Source: an optimization exercise on an open RTL-to-GDS flow (aim: small area and a short achievable clock period). Production flows keep margins and buffers that such runs may drop.
Only the layout flow was run in this run; the RTL was not checked for function there.
Power and IR drop assume default switching activity.

### flow/flow/run.sh
#!/bin/bash
# Own layout flow: the standard flow (standard.sh), with two changes after synthesis:
#  - the input and output port buffers are buf_1 cells (buffer_ports -buffer_cell)
#  - clock tree synthesis without dummy loads
# Each step's full output goes to its own log file in this folder.
set -euo pipefail
bash standard.sh synth > synth.log 2>&1
export BUFFER_PORTS_ARGS="-buffer_cell sky130_fd_sc_hd__buf_1"
export CTS_ARGS="-sink_clustering_enable -repair_clock_nets -dont_use_dummy_load"
bash standard.sh floorplan > floorplan.log 2>&1
bash standard.sh place > place.log 2>&1
bash standard.sh cts > cts.log 2>&1
bash standard.sh route > route.log 2>&1
bash standard.sh finish > finish.log 2>&1
test -f out/final.def
### flow/design.v
module fir_gen (input clk, input reset, input Load_x,
    input signed [7:0] x_in, input signed [7:0] c_in, output signed [7:0] y_out);
reg [7:0] c0, c1, c2;
reg [3:0] xo, xt, xn;
reg [15:0] a2r0;
reg [15:0] a2r1;
reg [15:0] a2r2;
reg [16:0] a1r0;
reg [16:0] a1r1;
reg [2:0] yq;
reg [7:0] yg;
reg [7:0] yp;
wire [8:0] xe = {x_in, 1'b0};
wire [3:0] bo, bt, bn;
genvar gi;
generate for (gi = 0; gi < 4; gi = gi + 1) begin : rec
  assign bo[gi] = xe[2*gi+1] ^ xe[2*gi];
  assign bt[gi] = (xe[2*gi+2] & ~xe[2*gi+1] & ~xe[2*gi]) | (~xe[2*gi+2] & xe[2*gi+1] & xe[2*gi]);
  assign bn[gi] = xe[2*gi+2];
end endgenerate
wire [3:0] xon = Load_x ? bo : xo;
wire [3:0] xtn = Load_x ? bt : xt;
wire [3:0] xnn = Load_x ? bn : xn;
wire p1;
wire p2;
wire p3;
wire p4;
wire p5;
wire p6;
wire p7;
wire p8;
wire p9;
wire p10;
wire p11;
wire p12;
wire p13;
wire p14;
wire p15;
wire p16;
wire p17;
wire p18;
wire p19;
wire p20;
wire p21;
wire p22;
wire p23;
wire p24;
wire p25;
wire p26;
wire p27;
wire p28;
wire p29;
wire p30;
wire p31;
wire p32;
wire p33;
wire p34;
wire p35;
wire p36;
wire s37;
wire c38;
wire s39;
wire c40;
wire s41;
wire c42;
wire s43;
wire c44;
wire s45;
wire c46;
wire s47;
wire c48;
wire s49;
wire c50;
wire s51;
wire c52;
wire s53;
wire c54;
wire s55;
wire c56;
wire s57;
wire c58;
wire s59;
wire c60;
wire s61;
wire c62;
wire s63;
wire c64;
wire s65;
wire c66;
wire s67;
wire c68;
wire s69;
wire c70;
wire s71;
wire c72;
wire s73;
wire c74;
wire p75;
wire p76;
wire p77;
wire p78;
wire p79;
wire p80;
wire p81;
wire p82;
wire p83;
wire p84;
wire p85;
wire p86;
wire p87;
wire p88;
wire p89;
wire p90;
wire p91;
wire p92;
wire p93;
wire p94;
wire p95;
wire p96;
wire p97;
wire p98;
wire p99;
wire p100;
wire p101;
wire p102;
wire p103;
wire p104;
wire p105;
wire p106;
wire p107;
wire p108;
wire p109;
wire p110;
wire s111;
wire c112;
wire s113;
wire c114;
wire s115;
wire c116;
wire s117;
wire c118;
wire s119;
wire c120;
wire s121;
wire c122;
wire s123;
wire c124;
wire s125;
wire c126;
wire s127;
wire c128;
wire s129;
wire c130;
wire s131;
wire c132;
wire s133;
wire c134;
wire s135;
wire c136;
wire s137;
wire c138;
wire s139;
wire c140;
wire s141;
wire c142;
wire s143;
wire c144;
wire s145;
wire c146;
wire s147;
wire c148;
wire s149;
wire c150;
wire s151;
wire c152;
wire s153;
wire c154;
wire s155;
wire c156;
wire s157;
wire c158;
wire s159;
wire c160;
wire s161;
wire c162;
wire s163;
wire c164;
wire s165;
wire c166;
wire s167;
wire c168;
wire s169;
wire c170;
wire s171;
wire c172;
wire s173;
wire c174;
wire s175;
wire c176;
wire s177;
wire c178;
wire s179;
wire c180;
wire s181;
wire c182;
wire s183;
wire c184;
wire s185;
wire c186;
wire s187;
wire c188;
wire s189;
wire c190;
wire s191;
wire c192;
wire s193;
wire c194;
wire s195;
wire c196;
wire p197;
wire p198;
wire p199;
wire p200;
wire p201;
wire p202;
wire p203;
wire p204;
wire p205;
wire p206;
wire p207;
wire p208;
wire p209;
wire p210;
wire p211;
wire p212;
wire p213;
wire p214;
wire p215;
wire p216;
wire p217;
wire p218;
wire p219;
wire p220;
wire p221;
wire p222;
wire p223;
wire p224;
wire p225;
wire p226;
wire p227;
wire p228;
wire p229;
wire p230;
wire p231;
wire p232;
wire s233;
wire c234;
wire s235;
wire c236;
wire s237;
wire c238;
wire s239;
wire c240;
wire s241;
wire c242;
wire s243;
wire c244;
wire s245;
wire c246;
wire s247;
wire c248;
wire s249;
wire c250;
wire s251;
wire c252;
wire s253;
wire c254;
wire s255;
wire c256;
wire s257;
wire c258;
wire s259;
wire c260;
wire s261;
wire c262;
wire s263;
wire c264;
wire s265;
wire c266;
wire s267;
wire c268;
wire s269;
wire c270;
wire s271;
wire c272;
wire s273;
wire c274;
wire s275;
wire c276;
wire s277;
wire c278;
wire s279;
wire c280;
wire s281;
wire c282;
wire s283;
wire c284;
wire s285;
wire c286;
wire s287;
wire c288;
wire s289;
wire c290;
wire s291;
wire c292;
wire s293;
wire c294;
wire s295;
wire c296;
wire s297;
wire c298;
wire s299;
wire c300;
wire s301;
wire c302;
wire s303;
wire c304;
wire s305;
wire c306;
wire s307;
wire c308;
wire s309;
wire c310;
wire s311;
wire c312;
wire s313;
wire c314;
wire s315;
wire c316;
wire s317;
wire c318;
wire s319;
wire c320;
wire s321;
wire c322;
wire s323;
wire c324;
wire s325;
wire c326;
wire s327;
wire c328;
wire s329;
wire c330;
wire s331;
wire c332;
wire s333;
wire c334;
wire s335;
wire c336;
wire g337;
wire o338;
wire g339;
wire g340;
wire o341;
wire g342;
wire g343;
wire o344;
wire g345;
wire g346;
wire o347;
wire g348;
wire g349;
wire o350;
wire g351;
wire g352;
wire o353;
wire g354;
wire g355;
wire o356;
wire g357;
wire g358;
wire o359;
wire g360;
wire g361;
wire o362;
wire g363;
wire g364;
wire o365;
wire g366;
wire g367;
wire o368;
wire g369;
wire g370;
wire o371;
wire g372;
wire g373;
wire o374;
wire g375;
wire s376;
wire c377;
wire s378;
wire c379;
wire s380;
wire c381;
wire s382;
wire c383;
wire s384;
wire c385;
wire s386;
wire c387;
wire s388;
wire c389;
wire n390;
wire g391;
wire o392;
wire g393;
wire g394;
wire o395;
wire g396;
wire g397;
wire o398;
wire g399;
wire g400;
wire o401;
wire g402;
wire g403;
wire o404;
wire g405;
wire g406;
wire o407;
wire g408;
wire g409;
wire o410;
wire g411;
wire g412;
wire o413;
wire g414;
wire g415;
wire o416;
wire g417;
wire g418;
wire o419;
wire g420;
wire g421;
wire o422;
wire g423;
wire g424;
wire o425;
wire g426;
wire x427;
wire x428;
wire x429;
wire x430;
wire x431;
wire x432;
wire x433;
wire n434;
wire o435;
wire x436;
wire o437;
wire x438;
wire o439;
wire x440;
wire o441;
wire x442;
wire o443;
wire x444;
wire o445;
wire x446;
wire o447;
wire x448;
wire g449;
wire o450;
wire g451;
wire g452;
wire o453;
wire g454;
wire o455;
wire g456;
wire g457;
wire o458;
wire g459;
wire g460;
wire o461;
wire g462;
wire g463;
wire o464;
wire g465;
wire g466;
wire o467;
wire g468;
wire g469;
wire o470;
wire g471;
wire g472;
wire o473;
wire g474;
wire g475;
wire o476;
wire g477;
wire g478;
wire o479;
wire g480;
wire x481;
wire g482;
wire o483;
wire x484;
wire g485;
wire o486;
wire x487;
wire g488;
wire o489;
wire x490;
wire g491;
wire o492;
wire x493;
wire g494;
wire o495;
wire x496;
wire g497;
wire o498;
wire x499;
wire g500;
wire o501;
wire x502;
assign p1 = (xo[0] & c2[0]) ^ xn[0];
assign p2 = ((xo[0] & c2[1]) | (xt[0] & c2[0])) ^ xn[0];
assign p3 = ((xo[0] & c2[2]) | (xt[0] & c2[1])) ^ xn[0];
assign p4 = ((xo[0] & c2[3]) | (xt[0] & c2[2])) ^ xn[0];
assign p5 = ((xo[0] & c2[4]) | (xt[0] & c2[3])) ^ xn[0];
assign p6 = ((xo[0] & c2[5]) | (xt[0] & c2[4])) ^ xn[0];
assign p7 = ((xo[0] & c2[6]) | (xt[0] & c2[5])) ^ xn[0];
assign p8 = ((xo[0] & c2[7]) | (xt[0] & c2[6])) ^ xn[0];
assign p9 = ~(((xo[0] & c2[7]) | (xt[0] & c2[7])) ^ xn[0]);
assign p10 = (xo[1] & c2[0]) ^ xn[1];
assign p11 = ((xo[1] & c2[1]) | (xt[1] & c2[0])) ^ xn[1];
assign p12 = ((xo[1] & c2[2]) | (xt[1] & c2[1])) ^ xn[1];
assign p13 = ((xo[1] & c2[3]) | (xt[1] & c2[2])) ^ xn[1];
assign p14 = ((xo[1] & c2[4]) | (xt[1] & c2[3])) ^ xn[1];
assign p15 = ((xo[1] & c2[5]) | (xt[1] & c2[4])) ^ xn[1];
assign p16 = ((xo[1] & c2[6]) | (xt[1] & c2[5])) ^ xn[1];
assign p17 = ((xo[1] & c2[7]) | (xt[1] & c2[6])) ^ xn[1];
assign p18 = ~(((xo[1] & c2[7]) | (xt[1] & c2[7])) ^ xn[1]);
assign p19 = (xo[2] & c2[0]) ^ xn[2];
assign p20 = ((xo[2] & c2[1]) | (xt[2] & c2[0])) ^ xn[2];
assign p21 = ((xo[2] & c2[2]) | (xt[2] & c2[1])) ^ xn[2];
assign p22 = ((xo[2] & c2[3]) | (xt[2] & c2[2])) ^ xn[2];
assign p23 = ((xo[2] & c2[4]) | (xt[2] & c2[3])) ^ xn[2];
assign p24 = ((xo[2] & c2[5]) | (xt[2] & c2[4])) ^ xn[2];
assign p25 = ((xo[2] & c2[6]) | (xt[2] & c2[5])) ^ xn[2];
assign p26 = ((xo[2] & c2[7]) | (xt[2] & c2[6])) ^ xn[2];
assign p27 = ~(((xo[2] & c2[7]) | (xt[2] & c2[7])) ^ xn[2]);
assign p28 = (xo[3] & c2[0]) ^ xn[3];
assign p29 = ((xo[3] & c2[1]) | (xt[3] & c2[0])) ^ xn[3];
assign p30 = ((xo[3] & c2[2]) | (xt[3] & c2[1])) ^ xn[3];
assign p31 = ((xo[3] & c2[3]) | (xt[3] & c2[2])) ^ xn[3];
assign p32 = ((xo[3] & c2[4]) | (xt[3] & c2[3])) ^ xn[3];
assign p33 = ((xo[3] & c2[5]) | (xt[3] & c2[4])) ^ xn[3];
assign p34 = ((xo[3] & c2[6]) | (xt[3] & c2[5])) ^ xn[3];
assign p35 = ((xo[3] & c2[7]) | (xt[3] & c2[6])) ^ xn[3];
assign p36 = ~(((xo[3] & c2[7]) | (xt[3] & c2[7])) ^ xn[3]);
fa_cell us37 (.a(xn[1]), .b(p3), .c(p10), .s(s37), .co(c38));
fa_cell us39 (.a(xn[2]), .b(p5), .c(p12), .s(s39), .co(c40));
fa_cell us41 (.a(p6), .b(p13), .c(p20), .s(s41), .co(c42));
fa_cell us43 (.a(xn[3]), .b(p7), .c(p14), .s(s43), .co(c44));
fa_cell us45 (.a(p8), .b(p15), .c(p22), .s(s45), .co(c46));
assign s47 = ~(p9 ^ p16);
assign c48 = p9 | p16;
fa_cell us49 (.a(p17), .b(p24), .c(p31), .s(s49), .co(c50));
fa_cell us51 (.a(p18), .b(p25), .c(p32), .s(s51), .co(c52));
fa_cell us53 (.a(p4), .b(p11), .c(c38), .s(s53), .co(c54));
fa_cell us55 (.a(p21), .b(p28), .c(c42), .s(s55), .co(c56));
fa_cell us57 (.a(p29), .b(c44), .c(s45), .s(s57), .co(c58));
fa_cell us59 (.a(p23), .b(p30), .c(s47), .s(s59), .co(c60));
fa_cell us61 (.a(p26), .b(p33), .c(c52), .s(s61), .co(c62));
fa_cell us63 (.a(xn[0]), .b(p1), .c(xnn[0]), .s(s63), .co(c64));
fa_cell us65 (.a(p19), .b(s39), .c(xnn[2]), .s(s65), .co(c66));
fa_cell us67 (.a(s43), .b(xnn[3]), .c(s55), .s(s67), .co(c68));
fa_cell us69 (.a(c46), .b(s59), .c(c58), .s(s69), .co(c70));
fa_cell us71 (.a(c48), .b(s49), .c(c60), .s(s71), .co(c72));
fa_cell us73 (.a(p27), .b(p34), .c(c62), .s(s73), .co(c74));
assign p75 = (xo[0] & c1[0]) ^ xn[0];
assign p76 = ((xo[0] & c1[1]) | (xt[0] & c1[0])) ^ xn[0];
assign p77 = ((xo[0] & c1[2]) | (xt[0] & c1[1])) ^ xn[0];
assign p78 = ((xo[0] & c1[3]) | (xt[0] & c1[2])) ^ xn[0];
assign p79 = ((xo[0] & c1[4]) | (xt[0] & c1[3])) ^ xn[0];
assign p80 = ((xo[0] & c1[5]) | (xt[0] & c1[4])) ^ xn[0];
assign p81 = ((xo[0] & c1[6]) | (xt[0] & c1[5])) ^ xn[0];
assign p82 = ((xo[0] & c1[7]) | (xt[0] & c1[6])) ^ xn[0];
assign p83 = ~(((xo[0] & c1[7]) | (xt[0] & c1[7])) ^ xn[0]);
assign p84 = (xo[1] & c1[0]) ^ xn[1];
assign p85 = ((xo[1] & c1[1]) | (xt[1] & c1[0])) ^ xn[1];
assign p86 = ((xo[1] & c1[2]) | (xt[1] & c1[1])) ^ xn[1];
assign p87 = ((xo[1] & c1[3]) | (xt[1] & c1[2])) ^ xn[1];
assign p88 = ((xo[1] & c1[4]) | (xt[1] & c1[3])) ^ xn[1];
assign p89 = ((xo[1] & c1[5]) | (xt[1] & c1[4])) ^ xn[1];
assign p90 = ((xo[1] & c1[6]) | (xt[1] & c1[5])) ^ xn[1];
assign p91 = ((xo[1] & c1[7]) | (xt[1] & c1[6])) ^ xn[1];
assign p92 = ~(((xo[1] & c1[7]) | (xt[1] & c1[7])) ^ xn[1]);
assign p93 = (xo[2] & c1[0]) ^ xn[2];
assign p94 = ((xo[2] & c1[1]) | (xt[2] & c1[0])) ^ xn[2];
assign p95 = ((xo[2] & c1[2]) | (xt[2] & c1[1])) ^ xn[2];
assign p96 = ((xo[2] & c1[3]) | (xt[2] & c1[2])) ^ xn[2];
assign p97 = ((xo[2] & c1[4]) | (xt[2] & c1[3])) ^ xn[2];
assign p98 = ((xo[2] & c1[5]) | (xt[2] & c1[4])) ^ xn[2];
assign p99 = ((xo[2] & c1[6]) | (xt[2] & c1[5])) ^ xn[2];
assign p100 = ((xo[2] & c1[7]) | (xt[2] & c1[6])) ^ xn[2];
assign p101 = ~(((xo[2] & c1[7]) | (xt[2] & c1[7])) ^ xn[2]);
assign p102 = (xo[3] & c1[0]) ^ xn[3];
assign p103 = ((xo[3] & c1[1]) | (xt[3] & c1[0])) ^ xn[3];
assign p104 = ((xo[3] & c1[2]) | (xt[3] & c1[1])) ^ xn[3];
assign p105 = ((xo[3] & c1[3]) | (xt[3] & c1[2])) ^ xn[3];
assign p106 = ((xo[3] & c1[4]) | (xt[3] & c1[3])) ^ xn[3];
assign p107 = ((xo[3] & c1[5]) | (xt[3] & c1[4])) ^ xn[3];
assign p108 = ((xo[3] & c1[6]) | (xt[3] & c1[5])) ^ xn[3];
assign p109 = ((xo[3] & c1[7]) | (xt[3] & c1[6])) ^ xn[3];
assign p110 = ~(((xo[3] & c1[7]) | (xt[3] & c1[7])) ^ xn[3]);
ha_cell us111 (.a(a2r0[7]), .b(a2r1[7]), .s(s111), .co(c112));
ha_cell us113 (.a(a2r0[2]), .b(a2r1[2]), .s(s113), .co(c114));
fa_cell us115 (.a(a2r0[4]), .b(a2r1[4]), .c(p79), .s(s115), .co(c116));
fa_cell us117 (.a(a2r0[5]), .b(a2r1[5]), .c(a2r2[5]), .s(s117), .co(c118));
ha_cell us119 (.a(p80), .b(p87), .s(s119), .co(c120));
fa_cell us121 (.a(a2r0[6]), .b(p81), .c(p88), .s(s121), .co(c122));
fa_cell us123 (.a(p95), .b(p102), .c(xnn[3]), .s(s123), .co(c124));
fa_cell us125 (.a(a2r2[7]), .b(s111), .c(p82), .s(s125), .co(c126));
fa_cell us127 (.a(p89), .b(p96), .c(p103), .s(s127), .co(c128));
fa_cell us129 (.a(a2r0[8]), .b(c112), .c(p83), .s(s129), .co(c130));
fa_cell us131 (.a(p90), .b(p97), .c(p104), .s(s131), .co(c132));
fa_cell us133 (.a(a2r0[9]), .b(a2r1[9]), .c(p91), .s(s133), .co(c134));
ha_cell us135 (.a(p98), .b(p105), .s(s135), .co(c136));
fa_cell us137 (.a(a2r0[10]), .b(a2r1[10]), .c(a2r2[10]), .s(s137), .co(c138));
fa_cell us139 (.a(p92), .b(p99), .c(p106), .s(s139), .co(c140));
ha_cell us141 (.a(a2r0[11]), .b(p100), .s(s141), .co(c142));
ha_cell us143 (.a(s113), .b(p77), .s(s143), .co(c144));
fa_cell us145 (.a(a2r0[3]), .b(c114), .c(p78), .s(s145), .co(c146));
fa_cell us147 (.a(p86), .b(p93), .c(s115), .s(s147), .co(c148));
fa_cell us149 (.a(s117), .b(p94), .c(s119), .s(s149), .co(c150));
fa_cell us151 (.a(c118), .b(c120), .c(s121), .s(s151), .co(c152));
fa_cell us153 (.a(c122), .b(s125), .c(s127), .s(s153), .co(c154));
fa_cell us155 (.a(c126), .b(c128), .c(s129), .s(s155), .co(c156));
fa_cell us157 (.a(s135), .b(c130), .c(c132), .s(s157), .co(c158));
fa_cell us159 (.a(s137), .b(c136), .c(c134), .s(s159), .co(c160));
fa_cell us161 (.a(c138), .b(p107), .c(s141), .s(s161), .co(c162));
fa_cell us163 (.a(a2r0[12]), .b(p101), .c(p108), .s(s163), .co(c164));
ha_cell us165 (.a(a2r0[13]), .b(a2r1[13]), .s(s165), .co(c166));
ha_cell us167 (.a(a2r0[0]), .b(p75), .s(s167), .co(c168));
fa_cell us169 (.a(a2r0[1]), .b(a2r1[1]), .c(p76), .s(s169), .co(c170));
fa_cell us171 (.a(p84), .b(s143), .c(xnn[1]), .s(s171), .co(c172));
fa_cell us173 (.a(p85), .b(c144), .c(s145), .s(s173), .co(c174));
fa_cell us175 (.a(c146), .b(xnn[2]), .c(s147), .s(s175), .co(c176));
fa_cell us177 (.a(c116), .b(s149), .c(c148), .s(s177), .co(c178));
fa_cell us179 (.a(c150), .b(s151), .c(s123), .s(s179), .co(c180));
fa_cell us181 (.a(c152), .b(s153), .c(c124), .s(s181), .co(c182));
fa_cell us183 (.a(s131), .b(c154), .c(s155), .s(s183), .co(c184));
fa_cell us185 (.a(s133), .b(c156), .c(s157), .s(s185), .co(c186));
fa_cell us187 (.a(s139), .b(c158), .c(s159), .s(s187), .co(c188));
fa_cell us189 (.a(c140), .b(s161), .c(c160), .s(s189), .co(c190));
fa_cell us191 (.a(c142), .b(s163), .c(c162), .s(s191), .co(c192));
fa_cell us193 (.a(s165), .b(p109), .c(c164), .s(s193), .co(c194));
fa_cell us195 (.a(a2r0[14]), .b(c166), .c(p110), .s(s195), .co(c196));
assign p197 = (xo[0] & c0[0]) ^ xn[0];
assign p198 = ((xo[0] & c0[1]) | (xt[0] & c0[0])) ^ xn[0];
assign p199 = ((xo[0] & c0[2]) | (xt[0] & c0[1])) ^ xn[0];
assign p200 = ((xo[0] & c0[3]) | (xt[0] & c0[2])) ^ xn[0];
assign p201 = ((xo[0] & c0[4]) | (xt[0] & c0[3])) ^ xn[0];
assign p202 = ((xo[0] & c0[5]) | (xt[0] & c0[4])) ^ xn[0];
assign p203 = ((xo[0] & c0[6]) | (xt[0] & c0[5])) ^ xn[0];
assign p204 = ((xo[0] & c0[7]) | (xt[0] & c0[6])) ^ xn[0];
assign p205 = ~(((xo[0] & c0[7]) | (xt[0] & c0[7])) ^ xn[0]);
assign p206 = (xo[1] & c0[0]) ^ xn[1];
assign p207 = ((xo[1] & c0[1]) | (xt[1] & c0[0])) ^ xn[1];
assign p208 = ((xo[1] & c0[2]) | (xt[1] & c0[1])) ^ xn[1];
assign p209 = ((xo[1] & c0[3]) | (xt[1] & c0[2])) ^ xn[1];
assign p210 = ((xo[1] & c0[4]) | (xt[1] & c0[3])) ^ xn[1];
assign p211 = ((xo[1] & c0[5]) | (xt[1] & c0[4])) ^ xn[1];
assign p212 = ((xo[1] & c0[6]) | (xt[1] & c0[5])) ^ xn[1];
assign p213 = ((xo[1] & c0[7]) | (xt[1] & c0[6])) ^ xn[1];
assign p214 = ~(((xo[1] & c0[7]) | (xt[1] & c0[7])) ^ xn[1]);
assign p215 = (xo[2] & c0[0]) ^ xn[2];
assign p216 = ((xo[2] & c0[1]) | (xt[2] & c0[0])) ^ xn[2];
assign p217 = ((xo[2] & c0[2]) | (xt[2] & c0[1])) ^ xn[2];
assign p218 = ((xo[2] & c0[3]) | (xt[2] & c0[2])) ^ xn[2];
assign p219 = ((xo[2] & c0[4]) | (xt[2] & c0[3])) ^ xn[2];
assign p220 = ((xo[2] & c0[5]) | (xt[2] & c0[4])) ^ xn[2];
assign p221 = ((xo[2] & c0[6]) | (xt[2] & c0[5])) ^ xn[2];
assign p222 = ((xo[2] & c0[7]) | (xt[2] & c0[6])) ^ xn[2];
assign p223 = ~(((xo[2] & c0[7]) | (xt[2] & c0[7])) ^ xn[2]);
assign p224 = (xo[3] & c0[0]) ^ xn[3];
assign p225 = ((xo[3] & c0[1]) | (xt[3] & c0[0])) ^ xn[3];
assign p226 = ((xo[3] & c0[2]) | (xt[3] & c0[1])) ^ xn[3];
assign p227 = ((xo[3] & c0[3]) | (xt[3] & c0[2])) ^ xn[3];
assign p228 = ((xo[3] & c0[4]) | (xt[3] & c0[3])) ^ xn[3];
assign p229 = ((xo[3] & c0[5]) | (xt[3] & c0[4])) ^ xn[3];
assign p230 = ((xo[3] & c0[6]) | (xt[3] & c0[5])) ^ xn[3];
assign p231 = ((xo[3] & c0[7]) | (xt[3] & c0[6])) ^ xn[3];
assign p232 = ~(((xo[3] & c0[7]) | (xt[3] & c0[7])) ^ xn[3]);
ha_cell us233 (.a(a1r0[4]), .b(a1r1[4]), .s(s233), .co(c234));
fa_cell us235 (.a(a1r0[5]), .b(a1r1[5]), .c(p202), .s(s235), .co(c236));
fa_cell us237 (.a(a1r0[6]), .b(a1r1[6]), .c(p203), .s(s237), .co(c238));
ha_cell us239 (.a(p210), .b(p217), .s(s239), .co(c240));
fa_cell us241 (.a(a1r0[7]), .b(a1r1[7]), .c(p204), .s(s241), .co(c242));
fa_cell us243 (.a(p211), .b(p218), .c(p225), .s(s243), .co(c244));
fa_cell us245 (.a(a1r0[8]), .b(a1r1[8]), .c(p205), .s(s245), .co(c246));
fa_cell us247 (.a(p212), .b(p219), .c(p226), .s(s247), .co(c248));
fa_cell us249 (.a(a1r0[9]), .b(a1r1[9]), .c(p213), .s(s249), .co(c250));
ha_cell us251 (.a(p220), .b(p227), .s(s251), .co(c252));
fa_cell us253 (.a(a1r0[10]), .b(a1r1[10]), .c(p214), .s(s253), .co(c254));
ha_cell us255 (.a(p221), .b(p228), .s(s255), .co(c256));
fa_cell us257 (.a(a1r0[11]), .b(a1r1[11]), .c(p222), .s(s257), .co(c258));
ha_cell us259 (.a(a1r0[12]), .b(a1r1[12]), .s(s259), .co(c260));
ha_cell us261 (.a(a1r0[2]), .b(a1r1[2]), .s(s261), .co(c262));
fa_cell us263 (.a(a1r0[3]), .b(a1r1[3]), .c(p200), .s(s263), .co(c264));
fa_cell us265 (.a(s233), .b(p201), .c(p208), .s(s265), .co(c266));
fa_cell us267 (.a(c234), .b(p209), .c(p216), .s(s267), .co(c268));
fa_cell us269 (.a(p224), .b(s239), .c(c236), .s(s269), .co(c270));
fa_cell us271 (.a(c240), .b(c238), .c(s241), .s(s271), .co(c272));
fa_cell us273 (.a(c242), .b(c244), .c(s245), .s(s273), .co(c274));
fa_cell us275 (.a(s251), .b(c246), .c(c248), .s(s275), .co(c276));
fa_cell us277 (.a(c252), .b(s255), .c(c250), .s(s277), .co(c278));
fa_cell us279 (.a(p229), .b(c256), .c(c254), .s(s279), .co(c280));
fa_cell us281 (.a(s259), .b(p223), .c(p230), .s(s281), .co(c282));
fa_cell us283 (.a(a1r0[13]), .b(a1r1[13]), .c(c260), .s(s283), .co(c284));
ha_cell us285 (.a(a1r0[14]), .b(a1r1[14]), .s(s285), .co(c286));
ha_cell us287 (.a(a1r0[0]), .b(a1r1[0]), .s(s287), .co(c288));
fa_cell us289 (.a(a1r0[1]), .b(a1r1[1]), .c(p198), .s(s289), .co(c290));
fa_cell us291 (.a(s261), .b(p199), .c(p206), .s(s291), .co(c292));
fa_cell us293 (.a(c262), .b(p207), .c(s263), .s(s293), .co(c294));
fa_cell us295 (.a(p215), .b(c264), .c(s265), .s(s295), .co(c296));
fa_cell us297 (.a(c266), .b(s235), .c(s267), .s(s297), .co(c298));
fa_cell us299 (.a(c268), .b(s237), .c(s269), .s(s299), .co(c300));
fa_cell us301 (.a(s243), .b(c270), .c(s271), .s(s301), .co(c302));
fa_cell us303 (.a(s247), .b(c272), .c(s273), .s(s303), .co(c304));
fa_cell us305 (.a(s249), .b(c274), .c(s275), .s(s305), .co(c306));
fa_cell us307 (.a(s253), .b(c276), .c(s277), .s(s307), .co(c308));
fa_cell us309 (.a(s257), .b(c278), .c(s279), .s(s309), .co(c310));
fa_cell us311 (.a(c258), .b(s281), .c(c280), .s(s311), .co(c312));
fa_cell us313 (.a(p231), .b(s283), .c(c282), .s(s313), .co(c314));
fa_cell us315 (.a(s285), .b(p232), .c(c284), .s(s315), .co(c316));
ha_cell us317 (.a(a1r0[15]), .b(c286), .s(s317), .co(c318));
ha_cell us319 (.a(p197), .b(s287), .s(s319), .co(c320));
ha_cell us321 (.a(c288), .b(s289), .s(s321), .co(c322));
ha_cell us323 (.a(c290), .b(s291), .s(s323), .co(c324));
ha_cell us325 (.a(c292), .b(s293), .s(s325), .co(c326));
ha_cell us327 (.a(c294), .b(s295), .s(s327), .co(c328));
ha_cell us329 (.a(c296), .b(s297), .s(s329), .co(c330));
ha_cell us331 (.a(c298), .b(s299), .s(s331), .co(c332));
ha_cell us333 (.a(c300), .b(s301), .s(s333), .co(c334));
ha_cell us335 (.a(c302), .b(s303), .s(s335), .co(c336));
assign g337 = s321 & c320;
assign o338 = c322 | g337;
assign g339 = s321 & s319;
assign g340 = s325 & c324;
assign o341 = c326 | g340;
assign g342 = s325 & s323;
assign g343 = s329 & c328;
assign o344 = c330 | g343;
assign g345 = s329 & s327;
assign g346 = s333 & c332;
assign o347 = c334 | g346;
assign g348 = s333 & s331;
assign g349 = s323 & o338;
assign o350 = c324 | g349;
assign g351 = s323 & g339;
assign g352 = g342 & o338;
assign o353 = o341 | g352;
assign g354 = g342 & g339;
assign g355 = s331 & o344;
assign o356 = c332 | g355;
assign g357 = s331 & g345;
assign g358 = g348 & o344;
assign o359 = o347 | g358;
assign g360 = g348 & g345;
assign g361 = s327 & o353;
assign o362 = c328 | g361;
assign g363 = s327 & g354;
assign g364 = g345 & o353;
assign o365 = o344 | g364;
assign g366 = g345 & g354;
assign g367 = g357 & o353;
assign o368 = o356 | g367;
assign g369 = g357 & g354;
assign g370 = g360 & o353;
assign o371 = o359 | g370;
assign g372 = g360 & g354;
assign g373 = s335 & o371;
assign o374 = c336 | g373;
assign g375 = s335 & g372;
ha_cell us376 (.a(c304), .b(s305), .s(s376), .co(c377));
ha_cell us378 (.a(c306), .b(s307), .s(s378), .co(c379));
ha_cell us380 (.a(c308), .b(s309), .s(s380), .co(c381));
ha_cell us382 (.a(c310), .b(s311), .s(s382), .co(c383));
ha_cell us384 (.a(c312), .b(s313), .s(s384), .co(c385));
ha_cell us386 (.a(c314), .b(s315), .s(s386), .co(c387));
ha_cell us388 (.a(c316), .b(s317), .s(s388), .co(c389));
assign n390 = ~c318;
assign g391 = s378 & c377;
assign o392 = c379 | g391;
assign g393 = s378 & s376;
assign g394 = s382 & c381;
assign o395 = c383 | g394;
assign g396 = s382 & s380;
assign g397 = s386 & c385;
assign o398 = c387 | g397;
assign g399 = s386 & s384;
assign g400 = n390 & c389;
assign o401 = c318 | g400;
assign g402 = n390 & s388;
assign g403 = s380 & o392;
assign o404 = c381 | g403;
assign g405 = s380 & g393;
assign g406 = g396 & o392;
assign o407 = o395 | g406;
assign g408 = g396 & g393;
assign g409 = s388 & o398;
assign o410 = c389 | g409;
assign g411 = s388 & g399;
assign g412 = g402 & o398;
assign o413 = o401 | g412;
assign g414 = g402 & g399;
assign g415 = s384 & o407;
assign o416 = c385 | g415;
assign g417 = s384 & g408;
assign g418 = g399 & o407;
assign o419 = o398 | g418;
assign g420 = g399 & g408;
assign g421 = g411 & o407;
assign o422 = o410 | g421;
assign g423 = g411 & g408;
assign g424 = g414 & o407;
assign o425 = o413 | g424;
assign g426 = g414 & g408;
assign x427 = s378 ^ c377;
assign x428 = s380 ^ o392;
assign x429 = s382 ^ o404;
assign x430 = s384 ^ o407;
assign x431 = s386 ^ o416;
assign x432 = s388 ^ o419;
assign x433 = n390 ^ o422;
assign n434 = ~s376;
assign o435 = c377 | s376;
assign x436 = s378 ^ o435;
assign o437 = o392 | g393;
assign x438 = s380 ^ o437;
assign o439 = o404 | g405;
assign x440 = s382 ^ o439;
assign o441 = o407 | g408;
assign x442 = s384 ^ o441;
assign o443 = o416 | g417;
assign x444 = s386 ^ o443;
assign o445 = o419 | g420;
assign x446 = s388 ^ o445;
assign o447 = o422 | g423;
assign x448 = n390 ^ o447;
assign g449 = s335 & c334;
assign o450 = c336 | g449;
assign g451 = s335 & s333;
assign g452 = yq[2] & yq[0];
assign o453 = yq[1] | g452;
assign g454 = yp[1] & yg[0];
assign o455 = yg[1] | g454;
assign g456 = yp[1] & yp[0];
assign g457 = yp[3] & yg[2];
assign o458 = yg[3] | g457;
assign g459 = yp[3] & yp[2];
assign g460 = yp[5] & yg[4];
assign o461 = yg[5] | g460;
assign g462 = yp[5] & yp[4];
assign g463 = yp[2] & o455;
assign o464 = yg[2] | g463;
assign g465 = yp[2] & g456;
assign g466 = g459 & o455;
assign o467 = o458 | g466;
assign g468 = g459 & g456;
assign g469 = yp[6] & o461;
assign o470 = yg[6] | g469;
assign g471 = yp[6] & g462;
assign g472 = yp[4] & o467;
assign o473 = yg[4] | g472;
assign g474 = yp[4] & g468;
assign g475 = g462 & o467;
assign o476 = o461 | g475;
assign g477 = g462 & g468;
assign g478 = g471 & o467;
assign o479 = o470 | g478;
assign g480 = g471 & g468;
assign x481 = yp[0] ^ o453;
assign g482 = yp[0] & o453;
assign o483 = yg[0] | g482;
assign x484 = yp[1] ^ o483;
assign g485 = g456 & o453;
assign o486 = o455 | g485;
assign x487 = yp[2] ^ o486;
assign g488 = g465 & o453;
assign o489 = o464 | g488;
assign x490 = yp[3] ^ o489;
assign g491 = g468 & o453;
assign o492 = o467 | g491;
assign x493 = yp[4] ^ o492;
assign g494 = g474 & o453;
assign o495 = o473 | g494;
assign x496 = yp[5] ^ o495;
assign g497 = g477 & o453;
assign o498 = o476 | g497;
assign x499 = yp[6] ^ o498;
assign g500 = g480 & o453;
assign o501 = o479 | g500;
assign x502 = yp[7] ^ o501;
always @(posedge clk or posedge reset)
  if (reset) begin
    xo <= 4'd0; xt <= 4'd0; xn <= 4'd0; c0 <= 8'd0; c1 <= 8'd0; c2 <= 8'd0;
    a2r0 <= 16'd22016; a2r1 <= 16'd0; a2r2 <= 16'd0; a1r0 <= 17'd43776; a1r1 <= 17'd0; yq <= 3'd0; yg <= 8'd0; yp <= 8'd0;
  end else begin
    xo <= xon; xt <= xtn; xn <= xnn;
    if (!Load_x) begin c2 <= c_in; c1 <= c2; c0 <= c1; end
    a2r0 <= {1'b0,p36,c74,s73,s61,c72,c70,s69,c68,s67,c66,s65,s53,s37,c64,s63};
    a2r1 <= {1'b0,1'b0,p35,1'b0,1'b0,c50,s71,1'b0,c56,1'b0,c40,c54,1'b0,xnn[1],p2,1'b0};
    a2r2 <= {1'b0,1'b0,1'b0,1'b0,1'b0,s51,1'b0,1'b0,s57,1'b0,s41,1'b0,1'b0,1'b0,1'b0,1'b0};
    a1r0 <= {1'b0,c196,c194,c192,c190,c188,c186,c184,c182,c180,c178,c176,c174,c172,c170,c168,xnn[0]};
    a1r1 <= {1'b0,1'b0,s195,s193,s191,s189,s187,s185,s183,s181,s179,s177,s175,s173,s171,s169,s167};
    yq <= {g451,o450,o368};
    yg <= {1'b0,c389,c387,c385,c383,c381,c379,c377};
    yp <= {n390,s388,s386,s384,s382,s380,s378,s376};
  end
assign y_out = {x502,x499,x496,x493,x490,x487,x484,x481};
endmodule
module fa_cell (input a, input b, input c, output s, output co);
assign {co, s} = a + b + c;
endmodule
module ha_cell (input a, input b, output s, output co);
assign {co, s} = a + b;
endmodule
### flow/config.mk
export PLATFORM = sky130hd
export DESIGN_NAME = fir_gen
export DESIGN_NICKNAME = fir_gen
export VERILOG_FILES = /design/flow/design.v
export SDC_FILE = /design/flow/constraint.sdc
export NUM_CORES = 4
export LEC_CHECK = 0
export CAP_MARGIN = 20
export CORE_MARGIN = 2
export CORE_UTILIZATION = 50
export SETUP_SLACK_MARGIN = 2.5
export SLEW_MARGIN = 20
export SYNTH_HIERARCHICAL = 1
export SYNTH_MINIMUM_KEEP_SIZE = 0
### flow/constraint.sdc
create_clock -name core_clock -period 5.5 [get_ports {clk}]
set_input_delay 1.1000 -clock core_clock [delete_from_list [all_inputs] [get_ports {clk}]]
set_output_delay 1.1000 -clock core_clock [all_outputs]
set_load 0.01 [all_outputs]
### flow/standard.sh
#!/bin/bash
# synth_recipe.tcl (not shown) runs the flow's synth.tcl, then flattens the netlist and writes it again
# the make line also repeats each setting of config.mk as NAME=value (left out here)
make -C /OpenROAD-flow-scripts/flow DESIGN_CONFIG=/design/flow/config.mk WORK_HOME=/design/flow/orfs CLKGATE_MAP_FILE= SYNTH_SCRIPT=/design/flow/synth_recipe.tcl "${@:-finish}"
==> notes.md <==
## per-stage QoR
step | worst slack [ns] | instance area [sq um]
floorplan | 2.527 | 7680
global placement | 2.124 | 7804
detailed placement | 2.095 | 7804
CTS | 2.490 | 8084
global route | 2.501 | 8157
finish | 2.583 | 8157
## cells by family (layout without fill, tap and decap cells)
kind of cell	Yosys count	after routing	synth area share, %
multiplexers	29	29	4.256
AND/OR/NAND/NOR	46	46	2.577
AO/OA/AOI/OAI	125	125	11.48
adder cells (fa/ha/maj)	122	122	28.41
XOR/XNOR	115	115	13.13
flip-flops	109	109	35.70
buffers and inverters	78	62	4.452
## power groups by stage
stage	registers [uW]	logic [uW]	clock network (uW)
3_3_place_gp	1470	2860	0
5_1_grt	1510	3520	600
3_5_place_dp	1480	3000	0
6_report	1460	2980	557
2_1_floorplan	1340	2430	0
4_1_cts	1460	3050	571
## per-layer routing
metal | vias to the layer above | track usage [%] | share of wire (%)
met2 | 107 | 34.57 | 50
met3 | 19 | 2.337 | 3.5
met5 | - | 0 | 0
met4 | 0 | 7.240 | 1.6
met1 | 2440 | 28.71 | 45
li1 | 2065 | - | -
## Yosys stat by module (local to each module, per instance)
| module | area (sq um) | cells | times used |
|---|---|---|---|
| fa_cell | 20.02 | 1 | 87 |
| ha_cell | 12.51 | 1 | 33 |
| fir_gen | 5518 | 504 | 1 |
## layout make-up
class / count / area, sq um
Clock buffer: 9 / 225.2
Fill cell: 1293 / 6933
Inverter: 8 / 33.78
Multi-Input combinational cell: 437 / 4652
Sequential cell: 109 / 2753
Tap cell: 188 / 235.2
Timing Repair Buffer: 45 / 257.7
## timing repair
item | CTS | global route
endpoints found under the hold margin | 0 | 0
gates resized for setup | 10 | 14
buffers inserted | 3 | 2
pin swaps | 2 | 5
endpoints found under the setup margin | 13 | 6
## worst max-delay path by stage
| stage | slack, ns | from | cells past startpoint | end |
|---|---|---|---|---|
| final | 2.58 | yp[3]$_DFF_PP0_ | 5 | y_out[7] |
| after floorplan | 2.53 | xo[3]$_DFFE_PP0P_ | 9 | yq[2]$_DFF_PP0_ |
| after detailed placement | 2.09 | xn[0]$_DFF_PP0_ | 7 | yq[2]$_DFF_PP0_ |
| after CTS | 2.49 | xt[1]$_DFFE_PP0P_ | 8 | yq[2]$_DFF_PP0_ |
| after global placement | 2.12 | xn[0]$_DFF_PP0_ | 7 | yq[2]$_DFF_PP0_ |
| after global routing | 2.50 | xt[2]$_DFFE_PP0P_ | 8 | yq[1]$_DFF_PP0_ |
## flip-flops by register name, summed over array words and instances (netlist names), 4 cells and up
signal and flops:
a1r0 15, a1r1 15, a2r0 15, a2r1 7, c0 8, c1 8
c2 8, xn 4, xo 4, xt 4, yg 7, yp 8
## synthesized netlist by cell type
master / count
sky130_fd_sc_hd__a21o_1: 4
sky130_fd_sc_hd__a21oi_1: 15
sky130_fd_sc_hd__a21oi_2: 1
sky130_fd_sc_hd__a22oi_1: 84
sky130_fd_sc_hd__a2bb2oi_1: 1
sky130_fd_sc_hd__a311oi_1: 2
sky130_fd_sc_hd__and2_1: 1
sky130_fd_sc_hd__buf_1: 5
sky130_fd_sc_hd__buf_2: 13
sky130_fd_sc_hd__buf_4: 8
sky130_fd_sc_hd__clkbuf_1: 42
sky130_fd_sc_hd__clkbuf_2: 2
sky130_fd_sc_hd__dfrtp_1: 100
sky130_fd_sc_hd__dfstp_2: 9
sky130_fd_sc_hd__fa_1: 87
sky130_fd_sc_hd__ha_1: 35
sky130_fd_sc_hd__inv_1: 8
sky130_fd_sc_hd__mux2_2: 29
sky130_fd_sc_hd__nand2_1: 19
sky130_fd_sc_hd__nand2b_1: 1
sky130_fd_sc_hd__nand3_1: 1
sky130_fd_sc_hd__nor2_1: 15
sky130_fd_sc_hd__nor3_1: 5
sky130_fd_sc_hd__nor4_1: 1
sky130_fd_sc_hd__o211a_1: 1
sky130_fd_sc_hd__o21ai_0: 14
sky130_fd_sc_hd__o22ai_1: 1
sky130_fd_sc_hd__o2bb2ai_2: 1
sky130_fd_sc_hd__o311ai_1: 1
sky130_fd_sc_hd__or2_2: 1
sky130_fd_sc_hd__or4_1: 2
sky130_fd_sc_hd__xnor2_1: 104
sky130_fd_sc_hd__xor2_1: 11
==> flow_summary.rst <==
.. list-table::
   :header-rows: 1

   * - Metric
     - Value
   * - Fraction of synthesized cell area taken by the top area cell type
     - 32.62%
   * - Yosys warning count
     - 7
   * - Netlist cell types
     - 33
   * - Fin crit share
     - a little over half
   * - Area overhead of the layout relative to synthesis
     - 6.311%
   * - Setup slack of the worst register-to-register path
     - around 2.6 ns
   * - Mean post-synth cell area
     - ~12 sq um
   * - Starting density of the core
     - 50.85%
   * - First-pass GRT wire length
     - 26,350 um
   * - Endpoint of the worst hold path
     - a1r1[0]$_DFF_PP0_
   * - Global-route usage over all layers
     - between 20% and 30%
   * - Via count of the first global-routing pass
     - 5,003
   * - Standby leakage power
     - 0.003286 uW
   * - Maximum number of pins on one net before global-route repair
     - 77
   * - Logic pwr share
     - 59.6%
   * - Sequential share of the synthesized area
     - between 30 and 40%
   * - Post-layout util
     - between 50% and 60%
   * - Hold-fix buffers, CTS
     - 0
   * - Placer Congestion
     - 0.8122
   * - Final wirelength
     - 16,100 um
   * - Total congestion overflow after global routing
     - 0
   * - Tightest Hold Check Type
     - register to register
   * - Cell accounting for the most synthesized area
     - sky130_fd_sc_hd__dfrtp_1
   * - Net count, final
     - between 700 and 800
   * - Worst ir drop on vdd
     - between 0.2 and 0.25 mV
   * - Most common cell after layout, fill and taps aside
     - sky130_fd_sc_hd__xnor2_1
   * - Iter 0 DRT Violations
     - about 240
   * - Max capacitance violation total
     - 0
   * - Library cell used as clock root buffer
     - sky130_fd_sc_hd__clkbuf_16
   * - Proportion of layout cells with a drive suffix above 1
     - roughly 14%
   * - Clock-pin slew on the worst setup and hold paths
     - 0.07 ns
   * - Clock period minus final worst setup slack
     - 2.917 ns
   * - Height of the chip
     - ~130 um
   * - Maximum fanout along the worst path
     - 5
   * - Number of vias after detailed routing
     - 4,631
   * - DRC violations left
     - 0
   * - Cell-internal power
     - about 3000 uW
   * - Row count
     - 45
   * - Final instance count without filler cells
     - 796
   * - Critical path's top delay family
     - compound AO/OA/AOI/OAI gates
   * - Longest individual stage delay on the worst path
     - between 0.4 and 0.5 ns
   * - Cells along the critical path
     - a21o_1 > o2bb2ai_4 > or4_1 > o311ai_1 > buf_2
   * - Tightest Pin Transition
     - around 0.96 ns
   * - Setup TNS
     - 0 ns
   * - Max Fclk
     - ~0.34 GHz
   * - Detail Placement HPWL
     - 10,820 um
   * - Net Count, Synth
     - roughly 770
   * - Design Power
     - between 5000 and 6000 uW
   * - Worst Min Path Start
     - a2r0[0]$_DFF_PP0_
   * - Kind of launch point of the worst setup path
     - register
   * - Count of cells along the worst hold path
     - 1
   * - Worst r2r dst
     - yq[2]$_DFF_PP0_
   * - Horizontal extent of the die
     - approximately 130 um
   * - Combined buffer and inverter count along the critical path
     - 1
   * - Router iterations before antenna repair
     - 5
   * - Total die area
     - about 16,000 sq um
   * - Netlist area before placement
     - 7672 sq um
   * - Most frequent cells in the layout
     - 103 x sky130_fd_sc_hd__xnor2_1, 95 x sky130_fd_sc_hd__dfrtp_1, 86 x sky130_fd_sc_hd__fa_1
   * - Relative slew slack
     - a little over a third
   * - Final-report setup violation count
     - 0
   * - Worst slack on hold paths
     - 0.4883 ns
   * - Routed len/inst
     - about 20 um
   * - WS Path Type
     - register to primary output
   * - CTS tree
     - done
   * - Final hold violation count
     - 0
   * - Num ports
     - 27
   * - Number of antenna violations at the first check in global routing
     - 0
   * - RSZ-0062 raised after global routing
     - no
   * - Total power divided by cell area
     - 613.2 nW/um^2
   * - Area contributors post-synth
     - sky130_fd_sc_hd__dfrtp_1 33%, sky130_fd_sc_hd__fa_1 23%, sky130_fd_sc_hd__xnor2_1 12%
   * - Sequential cell fraction of total power
     - 29.3%
   * - IO Port Bufs
     - 26
   * - Arrival time of the worst setup path
     - 1.82 ns
   * - Core ar.
     - 15,090 sq um
   * - Clock Power Share
     - roughly 11%
   * - CP required
     - approximately 4.4 ns
   * - Placed Cells incl. Taps
     - 782
   * - Flip-flop and latch count after synthesis
     - 109
   * - Number of nets with antenna violations after detailed routing
     - 0
   * - Max Root-Sink Buffers
     - 2
   * - Switch share
     - between 40% and 50%
   * - Clock latency of the later-clocked register in the worst-skew pair
     - ~0.35 ns
   * - ANT cells
     - 0
   * - Worst-case reg-to-reg path depth
     - 8
   * - Launching point of the worst reg2reg path
     - xt[2]$_DFFE_PP0P_
   * - Via count normalized by instance count
     - between 5 and 6
   * - Gate count of the mapped netlist
     - approximately 620
   * - CTS buffer count
     - 9
   * - Final Slew Violations
     - 0
   * - Clock Sinks
     - roughly 110
   * - Maximum level of the CTS H-tree
     - 3
   * - Maximum clock skew at final layout
     - ~0.017 ns
   * - Result of the run
     - finished clean
   * - Crit path capture type
     - primary output
   * - Sw power
     - between 2000 and 2500 uW
   * - CP max-delay cell
     - sky130_fd_sc_hd__or4_1

[port drivers added, routing unchanged]
The results above use ideal ports. As a check the final layout listed here was re-extracted and re-timed, cells and wires unchanged.
Step 1, drivers: a clkbuf_16 drives clk and a buf_2 each remaining input, both assumed.
Step 2, shift: input delay + t, output delay - t, t = (earliest + latest rising clock arrival at the registers) / 2. This alone moves slack from input paths to output paths.
Three values: no drivers, after step 1, after step 2; two values: the first two.
t, ns: 0.383
setup slack, ns: 2.583 / 2.544 / 2.594
hold slack, ns: 0.488 / 0.488 / 0.488
worst slew at a driven data input, ns: 0.03
After both steps setup and hold are still met in this run. For this run, drivers alone change the setup slack by -0.039 ns; drivers and shift together by +0.011 ns.
